Background: an optimization exercise with open tools, aiming at small area and a short achievable clock period. Do not read the settings as production practice.
The RTL was checked by simulation tests, not by an equivalence proof against the original design.

==> v30 <==
// fpu
module fpu (clk, rst, in_valid, op_sel, rsA, rsB, out_valid, rd, exc2fsr);
Settings: LEC_CHECK=0, ABC_AREA=1, CAP_MARGIN=20, CORE_MARGIN=2, CORE_UTILIZATION=40, SLEW_MARGIN=20; clock period 30.0 ns.
run.sh (not shown) runs the stock make flow with config.mk's settings and CLKGATE_MAP_FILE= SYNTH_SCRIPT=/design/flow/synth_recipe.tcl, a recipe that flattens the netlist after the stock synthesis.
==> inputs of v1, as changes to v30 <==
--- a/flow/design.v
+++ b/flow/design.v
@@ -105,39 +105,32 @@
 	wire [0:0] c_lt;
 	wire [0:0] cmpbit;
 	wire [7:0] f2i_adj;
 	wire [31:0] f2i_sh;
 	wire [31:0] f2i_shs;
 	wire [31:0] f2i_res;
 	wire [31:0] i2f_abs;
-	wire [4:0] i2f_lz;
-	wire [4:0] i2f_cnt;
-	wire [31:0] i2f_mt;
 	wire [2:0] i2f_spc;
 	wire [31:0] ad_b;
 	wire [0:0] ad_agtb;
 	wire [7:0] ad_dab;
 	wire [7:0] ad_dba;
 	wire [7:0] ad_sh;
 	wire [7:0] ad_er;
-	wire [23:0] ad_big;
-	wire [23:0] ad_sml;
-	wire [23:0] ad_smls;
+	wire [22:0] ad_big;
+	wire [22:0] ad_sml;
 	wire [0:0] ad_same;
 	wire [0:0] ad_sgnb;
 	wire [9:0] m_esum;
 	wire [1:0] m_exc;
 	wire [0:0] m_sgn;
-	wire [58:0] misc1;
+	wire [72:0] misc1;
 	wire [23:0] ad2_big;
 	wire [23:0] ad2_sml;
 	wire [24:0] ad2_T;
-	wire [23:0] ad2_mag;
-	wire [24:0] ad2_sum;
-	wire [0:0] ad2_sgn;
 	wire [23:0] m_fX;
 	wire [23:0] m_fY;
 	wire [26:0] bm_y;
 	wire [25:0] bm_x;
 	wire bm_s1_0;
 	wire bm_s2_0;
 	wire bm_ng_0;
@@ -799,39 +792,47 @@
 	wire bm_fs297;
 	wire bm_fc297;
 	wire bm_fs298;
 	wire bm_fc298;
 	wire [47:0] bm_ra;
 	wire [47:0] bm_rb;
 	wire [22:0] m_low;
-	wire [23:0] i2_mt;
-	wire [22:0] i2_man;
-	wire [7:0] i2_exp;
-	wire [31:0] i2_res;
+	wire [4:0] i2_lz;
+	wire [4:0] i2_cnt;
+	wire [31:0] i2_mt;
 	wire [66:0] misc2;
-	wire [24:0] ad3_ms;
-	wire [7:0] ad3_er;
-	wire [4:0] ad3_lz;
-	wire [23:0] ad3_mr;
-	wire [7:0] ad3_e2;
-	wire [31:0] ad3_res;
+	wire [24:0] ad3_T;
+	wire [23:0] ad3_mag;
+	wire [24:0] ad3_sum;
+	wire [0:0] ad3_sgn;
 	wire [25:0] mu_p;
 	wire [0:0] mu_or21;
 	wire [9:0] mu_es;
 	wire [0:0] mu_norm;
 	wire [9:0] mu_epn;
 	wire [22:0] mu_f;
 	wire [0:0] mu_stk;
 	wire [0:0] mu_grd;
 	wire [0:0] mu_b25;
 	wire [0:0] mu_rnd;
 	wire [32:0] mu_esr;
 	wire [1:0] mu_epx;
 	wire [1:0] mu_fx;
 	wire [31:0] mu_res;
+	wire [23:0] i2_mt3;
+	wire [22:0] i2_man;
+	wire [7:0] i2_exp;
+	wire [31:0] i2_res;
+	wire [33:0] misc3;
+	wire [24:0] ad4_ms;
+	wire [7:0] ad4_er;
+	wire [4:0] ad4_lz;
+	wire [23:0] ad4_mr;
+	wire [7:0] ad4_e2;
+	wire [31:0] ad4_res;
 	wire [31:0] rdp4;
 	wire [23:0] dv_fX;
 	wire [23:0] dv_fY;
 	wire [9:0] dv_exp;
 	wire [0:0] dv_sR;
 	wire [1:0] dv_exn;
 	wire [25:0] dv_d;
@@ -1164,14 +1165,16 @@
 	wire [31:0] rd_n;
 	wire [4:0] exc_n;
 	reg [0:0] isadd_r1;
 	reg [0:0] ismul_r1;
 	reg [0:0] isi2f_r1;
 	reg [0:0] isadd_r2;
 	reg [0:0] ismul_r2;
+	reg [0:0] isi2f_r2;
+	reg [0:0] isadd_r3;
 	reg [0:0] nancmp_r1;
 	reg [0:0] nancmp_r2;
 	reg [0:0] nancmp_r3;
 	reg [0:0] nancmp_r4;
 	reg [0:0] nancmp_r5;
 	reg [0:0] nancmp_r6;
 	reg [0:0] nancmp_r7;
@@ -1215,16 +1218,16 @@
 	reg [0:0] issqrt_r5;
 	reg [0:0] issqrt_r6;
 	reg [0:0] issqrt_r7;
 	reg [0:0] issqrt_r8;
 	reg [0:0] issqrt_r9;
 	reg [0:0] issqrt_r10;
 	reg [75:0] st1;
-	wire [58:0] misc1_r1 = st1[75:17];
-	wire [58:0] st1_misc = {misc1};
+	wire [72:0] misc1_r1 = st1[75:3];
+	wire [72:0] st1_misc = {misc1};
 	wire [26:0] dv_pX_r1 = st1[26:0];
 	wire [25:0] dv_d_r1 = st1[52:27];
 	wire [3:0] dv_q9_r1 = st1[56:53];
 	wire [5:0] dv_sl9_r1 = st1[62:57];
 	wire [9:0] dv_exp_r1 = st1[72:63];
 	wire [1:0] dv_exn_r1 = st1[74:73];
 	wire [0:0] dv_sR_r1 = st1[75:75];
@@ -1248,14 +1251,16 @@
 	wire [79:0] st2_div = {dv_sR_r1, dv_exn_r1, dv_exp_r1, dv_q9_r1, dv_sl8, dv_q8, dv_d_r1, dv_wf9};
 	wire [26:0] sq_T7_r2 = st2[26:0];
 	wire [5:0] sq_Sd6_r2 = st2[32:27];
 	wire [2:0] sq_xsR_r2 = st2[35:33];
 	wire [7:0] sq_eRn1_r2 = st2[43:36];
 	wire [43:0] st2_sqrt = {sq_eRn1_r1, sq_xsR_r1, sq_Sd6, sq_T7};
 	reg [83:0] st3;
+	wire [33:0] misc3_r3 = st3[83:50];
+	wire [33:0] st3_misc = {misc3};
 	wire [26:0] dv_wf8_r3 = st3[26:0];
 	wire [25:0] dv_d_r3 = st3[52:27];
 	wire [3:0] dv_q7_r3 = st3[56:53];
 	wire [5:0] dv_sl7_r3 = st3[62:57];
 	wire [3:0] dv_q9_r3 = st3[66:63];
 	wire [3:0] dv_q8_r3 = st3[70:67];
 	wire [9:0] dv_exp_r3 = st3[80:71];
@@ -1266,16 +1271,14 @@
 	wire [8:0] sq_Th9_r3 = st3[14:6];
 	wire [8:0] sq_Xh9_r3 = st3[23:15];
 	wire [13:0] sq_Tl9_r3 = st3[37:24];
 	wire [8:0] sq_Sd9_r3 = st3[46:38];
 	wire [2:0] sq_xsR_r3 = st3[49:47];
 	wire [7:0] sq_eRn1_r3 = st3[57:50];
 	wire [57:0] st3_sqrt = {sq_eRn1_r2, sq_xsR_r2, sq_Sd9, sq_Tl9, sq_Xh9, sq_Th9, sq_Rl9};
-	wire [31:0] rdp4_r3 = st3[83:52];
-	wire [31:0] st3_misc = {rdp4};
 	reg [87:0] st4;
 	wire [26:0] dv_wf7_r4 = st4[26:0];
 	wire [25:0] dv_d_r4 = st4[52:27];
 	wire [3:0] dv_q6_r4 = st4[56:53];
 	wire [5:0] dv_sl6_r4 = st4[62:57];
 	wire [3:0] dv_q9_r4 = st4[66:63];
 	wire [3:0] dv_q8_r4 = st4[70:67];
@@ -1286,15 +1289,15 @@
 	wire [87:0] st4_div = {dv_sR_r3, dv_exn_r3, dv_exp_r3, dv_q7_r3, dv_q8_r3, dv_q9_r3, dv_sl6, dv_q6, dv_d_r3, dv_wf7};
 	wire [26:0] sq_T12_r4 = st4[26:0];
 	wire [10:0] sq_Sd11_r4 = st4[37:27];
 	wire [2:0] sq_xsR_r4 = st4[40:38];
 	wire [7:0] sq_eRn1_r4 = st4[48:41];
 	wire [48:0] st4_sqrt = {sq_eRn1_r3, sq_xsR_r3, sq_Sd11, sq_T12};
 	wire [31:0] rdp4_r4 = st4[87:56];
-	wire [31:0] st4_misc = {rdp4_r3};
+	wire [31:0] st4_misc = {rdp4};
 	reg [91:0] st5;
 	wire [26:0] dv_wf6_r5 = st5[26:0];
 	wire [25:0] dv_d_r5 = st5[52:27];
 	wire [3:0] dv_q5_r5 = st5[56:53];
 	wire [5:0] dv_sl5_r5 = st5[62:57];
 	wire [3:0] dv_q9_r5 = st5[66:63];
 	wire [3:0] dv_q8_r5 = st5[70:67];
@@ -1447,39 +1450,32 @@
 	assign c_lt = nancmp ? 1'b0 : (a_zero & b_zero) ? 1'b0 : (a0[31] != b0[31]) ? a0[31] : (~a0[31]) ? mag_lt : mag_gt;
 	assign cmpbit = (op0 == 4'd7) ? c_eq : (op0 == 4'd8) ? (~c_eq | nancmp) : (op0 == 4'd9) ? c_lt : (op0 == 4'd10) ? (c_lt | c_eq) : (op0 == 4'd11) ? (~c_lt & ~c_eq & ~nancmp) : (~c_lt | c_eq);
 	assign f2i_adj = a0[30:23] - 8'd127;
 	assign f2i_sh = {8'd0, 1'b1, a0[22:0]} >> (5'd23 - f2i_adj[4:0]);
 	assign f2i_shs = a0[31] ? (~f2i_sh + 32'd1) : f2i_sh;
 	assign f2i_res = (a0 == 32'hFF800000) ? 32'hFF800000 : (a0 == 32'h7F800000) ? 32'h7F800000 : (a0[30:23] == 8'hFF) ? 32'hFFC00000 : (a0 == 32'd0) ? 32'd0 : (a0[30:23] <= 8'd125) ? 32'd0 : (a0[30:23] == 8'd126) ? (a0[31] ? 32'hFFFFFFFF : 32'd1) : (f2i_adj > 8'd22) ? (a0[31] ? 32'hFF800000 : 32'h7F800000) : f2i_shs;
 	assign i2f_abs = a0[31] ? (~a0 + 32'd1) : a0;
-	assign i2f_lz = lzc32(i2f_abs);
-	assign i2f_cnt = i2f_lz + 5'd1;
-	assign i2f_mt = i2f_abs << i2f_cnt;
 	assign i2f_spc = (a0 == 32'hFF800000) ? 3'd1 : (a0 == 32'h7F800000) ? 3'd2 : (a0 == 32'h7FC00000) ? 3'd3 : (a0 == 32'd0) ? 3'd4 : 3'd0;
 	assign ad_b = (op0 == 4'd1) ? {~b0[31], b0[30:0]} : b0;
 	assign ad_agtb = a0[30:23] > ad_b[30:23];
 	assign ad_dab = a0[30:23] - ad_b[30:23];
 	assign ad_dba = ad_b[30:23] - a0[30:23];
 	assign ad_sh = ad_agtb ? ad_dab : ad_dba;
 	assign ad_er = ad_agtb ? a0[30:23] : ad_b[30:23];
-	assign ad_big = ad_agtb ? {1'b1, a0[22:0]} : {1'b1, ad_b[22:0]};
-	assign ad_sml = ad_agtb ? {1'b1, ad_b[22:0]} : {1'b1, a0[22:0]};
-	assign ad_smls = ad_sml >> ad_sh;
+	assign ad_big = ad_agtb ? a0[22:0] : ad_b[22:0];
+	assign ad_sml = ad_agtb ? ad_b[22:0] : a0[22:0];
 	assign ad_same = a0[31] == ad_b[31];
 	assign ad_sgnb = ad_agtb ? a0[31] : ad_b[31];
 	assign m_esum = {2'b00, xa[30:23]} + {2'b00, xb[30:23]} - 10'd127;
 	assign m_exc = mulexc({xa[33:32], xb[33:32]});
 	assign m_sgn = xa[31] ^ xb[31];
-	assign misc1 = isadd ? {2'd0, a0[31], ad_sgnb, ad_same, ad_er, ad_big, ad_smls} : ismul ? {xa[22:0], xb[22:0], m_esum, m_sgn, m_exc} : isi2f ? {19'd0, i2f_spc, a0[31], i2f_cnt, i2f_mt[31:8]} : {27'd0, (op0 == 4'd5) ? f2i_res : {31'd0, cmpbit}};
-	assign ad2_big = misc1_r1[47:24];
-	assign ad2_sml = misc1_r1[23:0];
-	assign ad2_T = {1'b0, ad2_big} + ({1'b0, ad2_sml} ^ {25{~misc1_r1[56]}}) + {24'd0, ~misc1_r1[56]};
-	assign ad2_mag = ad2_T[24] ? (~ad2_T[23:0] + 24'd1) : ad2_T[23:0];
-	assign ad2_sum = misc1_r1[56] ? ad2_T : {1'b0, ad2_mag};
-	assign ad2_sgn = (misc1_r1[56] | ad2_T[24]) ? misc1_r1[58] : misc1_r1[57];
+	assign misc1 = isadd ? {8'd0, a0[31], ad_sgnb, ad_same, ad_er, ad_sh, ad_big, ad_sml} : ismul ? {14'd0, xa[22:0], xb[22:0], m_esum, m_sgn, m_exc} : isi2f ? {37'd0, i2f_spc, a0[31], i2f_abs} : {41'd0, (op0 == 4'd5) ? f2i_res : {31'd0, cmpbit}};
+	assign ad2_big = {1'b1, misc1_r1[45:23]};
+	assign ad2_sml = {1'b1, misc1_r1[22:0]} >> misc1_r1[53:46];
+	assign ad2_T = {1'b0, ad2_big} + ({1'b0, ad2_sml} ^ {25{~misc1_r1[62]}}) + {24'd0, ~misc1_r1[62]};
 	assign m_fX = {1'b1, misc1_r1[58:36]};
 	assign m_fY = {1'b1, misc1_r1[35:13]};
 	assign bm_y = {2'b00, m_fY, 1'b0};
 	assign bm_x = {1'b0, m_fX, 1'b0};
 	assign bm_s1_0 = bm_y[1] ^ bm_y[0];
 	assign bm_s2_0 = (bm_y[2] & ~bm_y[1] & ~bm_y[0]) | (~bm_y[2] & bm_y[1] & bm_y[0]);
 	assign bm_ng_0 = bm_y[2];
@@ -2141,40 +2137,48 @@
 	assign bm_fs297 = bm_fc251 ^ bm_hs252 ^ 1'b1;
 	assign bm_fc297 = (bm_fc251 & bm_hs252) | (bm_fc251 & 1'b1) | (bm_hs252 & 1'b1);
 	assign bm_fs298 = bm_hc252 ^ bm_nsg_11 ^ bm_pp12[23];
 	assign bm_fc298 = (bm_hc252 & bm_nsg_11) | (bm_hc252 & bm_pp12[23]) | (bm_nsg_11 & bm_pp12[23]);
 	assign bm_ra = {bm_fc297, bm_fc296, bm_fc295, bm_fc294, bm_fc293, bm_fc292, bm_fc291, bm_fc290, bm_fc289, bm_fc288, bm_fc287, bm_fc286, bm_fc285, bm_fc284, bm_fc283, bm_fc282, bm_fc281, bm_fc280, bm_fc279, bm_fc278, bm_fc277, bm_fc276, bm_fc275, bm_fc274, bm_fc273, bm_fc272, bm_fc271, bm_fc270, bm_fc269, bm_fc268, bm_fc267, bm_fc266, bm_fc265, bm_fc264, bm_fc263, bm_fc262, bm_fc261, bm_fc260, bm_fc259, bm_fc258, bm_fc257, bm_fc256, bm_fc255, bm_hc254, bm_hc253, bm_hs253, bm_pp0[1], bm_pp0[0]};
 	assign bm_rb = {bm_fs298, bm_fs297, bm_fs296, bm_fs295, bm_fs294, bm_fs293, bm_fs292, bm_fs291, bm_fs290, bm_fs289, bm_fs288, bm_fs287, bm_fs286, bm_fs285, bm_fs284, bm_fs283, bm_fs282, bm_fs281, bm_fs280, bm_fs279, bm_fs278, bm_fs277, bm_fs276, bm_fs275, bm_fs274, bm_fs273, bm_fs272, bm_fs271, bm_fs270, bm_fs269, bm_fs268, bm_fs267, bm_fs266, bm_fs265, bm_fs264, bm_fs263, bm_fs262, bm_fs261, bm_fs260, bm_fs259, bm_fs258, bm_fs257, bm_fs256, bm_fs255, bm_hs254, bm_ng_1, 1'b0, bm_ng_0};
 	assign m_low = {1'b0, bm_ra[21:0]} + {1'b0, bm_rb[21:0]};
-	assign i2_mt = misc1_r1[23:0];
-	assign i2_man = i2_mt[23:1] + {22'd0, i2_mt[0]};
-	assign i2_exp = 8'd159 - {3'd0, misc1_r1[28:24]};
-	assign i2_res = (misc1_r1[32:30] == 3'd1) ? 32'hFF800000 : (misc1_r1[32:30] == 3'd2) ? 32'h7F800000 : (misc1_r1[32:30] == 3'd3) ? 32'h7FC00000 : (misc1_r1[32:30] == 3'd4) ? 32'd0 : {misc1_r1[29], i2_exp, i2_man};
-	assign misc2 = isadd_r1 ? {33'd0, ad2_sgn, misc1_r1[55:48], ad2_sum} : ismul_r1 ? {bm_ra[47:22], bm_rb[47:22], m_low[22], m_low[21:0] != 22'd0, misc1_r1[12:0]} : {35'd0, isi2f_r1 ? i2_res : misc1_r1[31:0]};
-	assign ad3_ms = misc2_r2[24] ? {1'b0, misc2_r2[24:1]} : misc2_r2[24:0];
-	assign ad3_er = misc2_r2[24] ? (misc2_r2[32:25] + 8'd1) : misc2_r2[32:25];
-	assign ad3_lz = lzc24(ad3_ms[23:0]);
-	assign ad3_mr = ad3_ms[23:0] << ad3_lz;
-	assign ad3_e2 = ad3_er - {3'd0, ad3_lz};
-	assign ad3_res = ((ad3_ms[23:0] == 24'd0) || (ad3_e2 == 8'd1 && ad3_mr == 24'h800000)) ? 32'd0 : {misc2_r2[33], ad3_e2, ad3_mr[22:0]};
+	assign i2_lz = lzc32(misc1_r1[31:0]);
+	assign i2_cnt = i2_lz + 5'd1;
+	assign i2_mt = misc1_r1[31:0] << i2_cnt;
+	assign misc2 = isadd_r1 ? {31'd0, misc1_r1[64:62], misc1_r1[61:54], ad2_T} : ismul_r1 ? {bm_ra[47:22], bm_rb[47:22], m_low[22], m_low[21:0] != 22'd0, misc1_r1[12:0]} : isi2f_r1 ? {34'd0, misc1_r1[35:32], i2_cnt, i2_mt[31:8]} : {35'd0, misc1_r1[31:0]};
+	assign ad3_T = misc2_r2[24:0];
+	assign ad3_mag = ad3_T[24] ? (~ad3_T[23:0] + 24'd1) : ad3_T[23:0];
+	assign ad3_sum = misc2_r2[33] ? ad3_T : {1'b0, ad3_mag};
+	assign ad3_sgn = (misc2_r2[33] | ad3_T[24]) ? misc2_r2[35] : misc2_r2[34];
 	assign mu_p = misc2_r2[66:41] + misc2_r2[40:15] + {25'd0, misc2_r2[14]};
 	assign mu_or21 = misc2_r2[13];
 	assign mu_es = misc2_r2[12:3];
 	assign mu_norm = mu_p[25];
 	assign mu_epn = mu_es + {9'd0, mu_norm};
 	assign mu_f = mu_norm ? mu_p[24:2] : mu_p[23:1];
 	assign mu_stk = mu_norm ? mu_p[1] : mu_p[0];
 	assign mu_grd = mu_norm ? (mu_p[0] | mu_or21) : mu_or21;
 	assign mu_b25 = mu_norm ? mu_p[2] : mu_p[1];
 	assign mu_rnd = mu_stk & (mu_grd | mu_b25);
 	assign mu_esr = {mu_epn, mu_f} + {32'd0, mu_rnd};
 	assign mu_epx = (mu_esr[32:31] == 2'b00) ? 2'b01 : (mu_esr[32:31] == 2'b01) ? 2'b10 : 2'b00;
 	assign mu_fx = (misc2_r2[1:0] == 2'b11 || misc2_r2[1:0] == 2'b10 || misc2_r2[1:0] == 2'b00) ? misc2_r2[1:0] : mu_epx;
 	assign mu_res = flo2fp32({mu_fx, misc2_r2[2], mu_esr[30:0]});
-	assign rdp4 = isadd_r2 ? ad3_res : ismul_r2 ? mu_res : misc2_r2[31:0];
+	assign i2_mt3 = misc2_r2[23:0];
+	assign i2_man = i2_mt3[23:1] + {22'd0, i2_mt3[0]};
+	assign i2_exp = 8'd159 - {3'd0, misc2_r2[28:24]};
+	assign i2_res = (misc2_r2[32:30] == 3'd1) ? 32'hFF800000 : (misc2_r2[32:30] == 3'd2) ? 32'h7F800000 : (misc2_r2[32:30] == 3'd3) ? 32'h7FC00000 : (misc2_r2[32:30] == 3'd4) ? 32'd0 : {misc2_r2[29], i2_exp, i2_man};
+	assign misc3 = isadd_r2 ? {ad3_sgn, misc2_r2[32:25], ad3_sum} : {2'd0, ismul_r2 ? mu_res : isi2f_r2 ? i2_res : misc2_r2[31:0]};
+	assign ad4_ms = misc3_r3[24] ? {1'b0, misc3_r3[24:1]} : misc3_r3[24:0];
+	assign ad4_er = misc3_r3[24] ? (misc3_r3[32:25] + 8'd1) : misc3_r3[32:25];
+	assign ad4_lz = lzc24(ad4_ms[23:0]);
+	assign ad4_mr = ad4_ms[23:0] << ad4_lz;
+	assign ad4_e2 = ad4_er - {3'd0, ad4_lz};
+	assign ad4_res = ((ad4_ms[23:0] == 24'd0) || (ad4_e2 == 8'd1 && ad4_mr == 24'h800000)) ? 32'd0 : {misc3_r3[33], ad4_e2, ad4_mr[22:0]};
+	assign rdp4 = isadd_r3 ? ad4_res : misc3_r3[31:0];
 	assign dv_fX = {1'b1, xa[22:0]};
 	assign dv_fY = {1'b1, xb[22:0]};
 	assign dv_exp = {2'b00, xa[30:23]} - {2'b00, xb[30:23]};
 	assign dv_sR = xa[31] ^ xb[31];
 	assign dv_exn = divexn({xa[33:32], xb[33:32]});
 	assign dv_d = (dv_fY[22:21] == 2'b00) ? ({1'b0, dv_fY, 1'b0} + {dv_fY, 2'b00}) : (dv_fY[22:21] == 2'b01) ? ({2'b00, dv_fY} + {dv_fY, 2'b00}) : {dv_fY, 2'b00};
 	assign dv_pX = (dv_fY[22:21] == 2'b00) ? ({2'b00, dv_fX, 1'b0} + {1'b0, dv_fX, 2'b00}) : (dv_fY[22:21] == 2'b01) ? ({3'b000, dv_fX} + {1'b0, dv_fX, 2'b00}) : {1'b0, dv_fX, 2'b00};
@@ -2521,14 +2525,16 @@
 	end
 	always @(posedge clk) begin
 		isadd_r1 <= isadd;
 		ismul_r1 <= ismul;
 		isi2f_r1 <= isi2f;
 		isadd_r2 <= isadd_r1;
 		ismul_r2 <= ismul_r1;
+		isi2f_r2 <= isi2f_r1;
+		isadd_r3 <= isadd_r2;
 		nancmp_r1 <= nancmp;
 		nancmp_r2 <= nancmp_r1;
 		nancmp_r3 <= nancmp_r2;
 		nancmp_r4 <= nancmp_r3;
 		nancmp_r5 <= nancmp_r4;
 		nancmp_r6 <= nancmp_r5;
 		nancmp_r7 <= nancmp_r6;
@@ -2571,23 +2577,23 @@
 		issqrt_r4 <= issqrt_r3;
 		issqrt_r5 <= issqrt_r4;
 		issqrt_r6 <= issqrt_r5;
 		issqrt_r7 <= issqrt_r6;
 		issqrt_r8 <= issqrt_r7;
 		issqrt_r9 <= issqrt_r8;
 		issqrt_r10 <= issqrt_r9;
-		st1[16:0] <= isdiv ? st1_div[16:0] : st1_sqrt[16:0];
-		st1[40:17] <= isdiv ? st1_div[40:17] : issqrt ? st1_sqrt[40:17] : st1_misc[23:0];
-		st1[75:41] <= isdiv ? st1_div[75:41] : st1_misc[58:24];
+		st1[2:0] <= isdiv ? st1_div[2:0] : st1_sqrt[2:0];
+		st1[40:3] <= isdiv ? st1_div[40:3] : issqrt ? st1_sqrt[40:3] : st1_misc[37:0];
+		st1[75:41] <= isdiv ? st1_div[75:41] : st1_misc[72:38];
 		st2[12:0] <= isdiv_r1 ? st2_div[12:0] : st2_sqrt[12:0];
 		st2[43:13] <= isdiv_r1 ? st2_div[43:13] : issqrt_r1 ? st2_sqrt[43:13] : st2_misc[30:0];
 		st2[79:44] <= isdiv_r1 ? st2_div[79:44] : st2_misc[66:31];
-		st3[51:0] <= isdiv_r2 ? st3_div[51:0] : st3_sqrt[51:0];
-		st3[57:52] <= isdiv_r2 ? st3_div[57:52] : issqrt_r2 ? st3_sqrt[57:52] : st3_misc[5:0];
-		st3[83:58] <= isdiv_r2 ? st3_div[83:58] : st3_misc[31:6];
+		st3[49:0] <= isdiv_r2 ? st3_div[49:0] : st3_sqrt[49:0];
+		st3[57:50] <= isdiv_r2 ? st3_div[57:50] : issqrt_r2 ? st3_sqrt[57:50] : st3_misc[7:0];
+		st3[83:58] <= isdiv_r2 ? st3_div[83:58] : st3_misc[33:8];
 		st4[48:0] <= isdiv_r3 ? st4_div[48:0] : st4_sqrt[48:0];
 		st4[55:49] <= st4_div[55:49];
 		st4[87:56] <= isdiv_r3 ? st4_div[87:56] : st4_misc[31:0];
 		st5[50:0] <= isdiv_r4 ? st5_div[50:0] : st5_sqrt[50:0];
 		st5[59:51] <= st5_div[59:51];
 		st5[91:60] <= isdiv_r4 ? st5_div[91:60] : st5_misc[31:0];
 		st6[52:0] <= isdiv_r5 ? st6_div[52:0] : st6_sqrt[52:0];
==> out/qor.yml <==
status: "no timing/DRC/antenna violations"
post-route-util_pct: 43.3
die_h_um: 530
yosys_register_bits: 1075
cpMaxStageDelayCell: "inv_2"
dp_hpwl_um: 350000
crit_start: "xa0[23]"
worstPathRequired_ns: 30.68
use_met3_pct: 5.40
synth_cell_types: 89
taps: 3705
worst_pin_slew_ns: 1.19
rr_worst_depth: 42
via_per_inst: 5.63
the above is filed under v30

==> out/qor.yml <==
status: "no timing/DRC/antenna violations"
cpMaxStageDelayCell: "inv_1"
use_met3_pct: 6.27
worst_pin_slew_ns: 1.15
critPathArrivalTime_ns: 8.80
via_per_inst: 5.75
core-area_um2: 288000
taps: 3781
finalHoldViolations: 0
crit_start: "rsA[28]"
worstPathRequired_ns: 30.67
cts_max_path_buffers: 4
die_h_um: 543
seq_area_share_pct: 17.3
post-route-util_pct: 43.2
the above is filed under v1

-- re-timing with driven ports --
The results above use ideal ports. As a check the final layouts listed here were re-extracted and re-timed, cells and wires unchanged.
Step 1 assumes that a clkbuf_16 drives the clock port and a buf_2 every other input.
Step 2 moves the port delays by t, midway between the first and last clock arrival at a register: inputs arrive t later, outputs are due t later. That takes back most of the time a late clock gives input paths.
Slacks: no drivers / after step 1 / after step 2; pairs: no drivers / after step 1.
run	t, ns	slack for setup (ns)	pins driven straight from the clock port
v30	0.924	20.781 / 20.781 / 20.781	1
v1	0.997	21.871 / 21.953 / 20.956	1
After both steps setup and hold are still met in every run listed. The setup slack of v1, which loses most, moves by +0.082 ns with the drivers and by -0.915 ns with both steps.
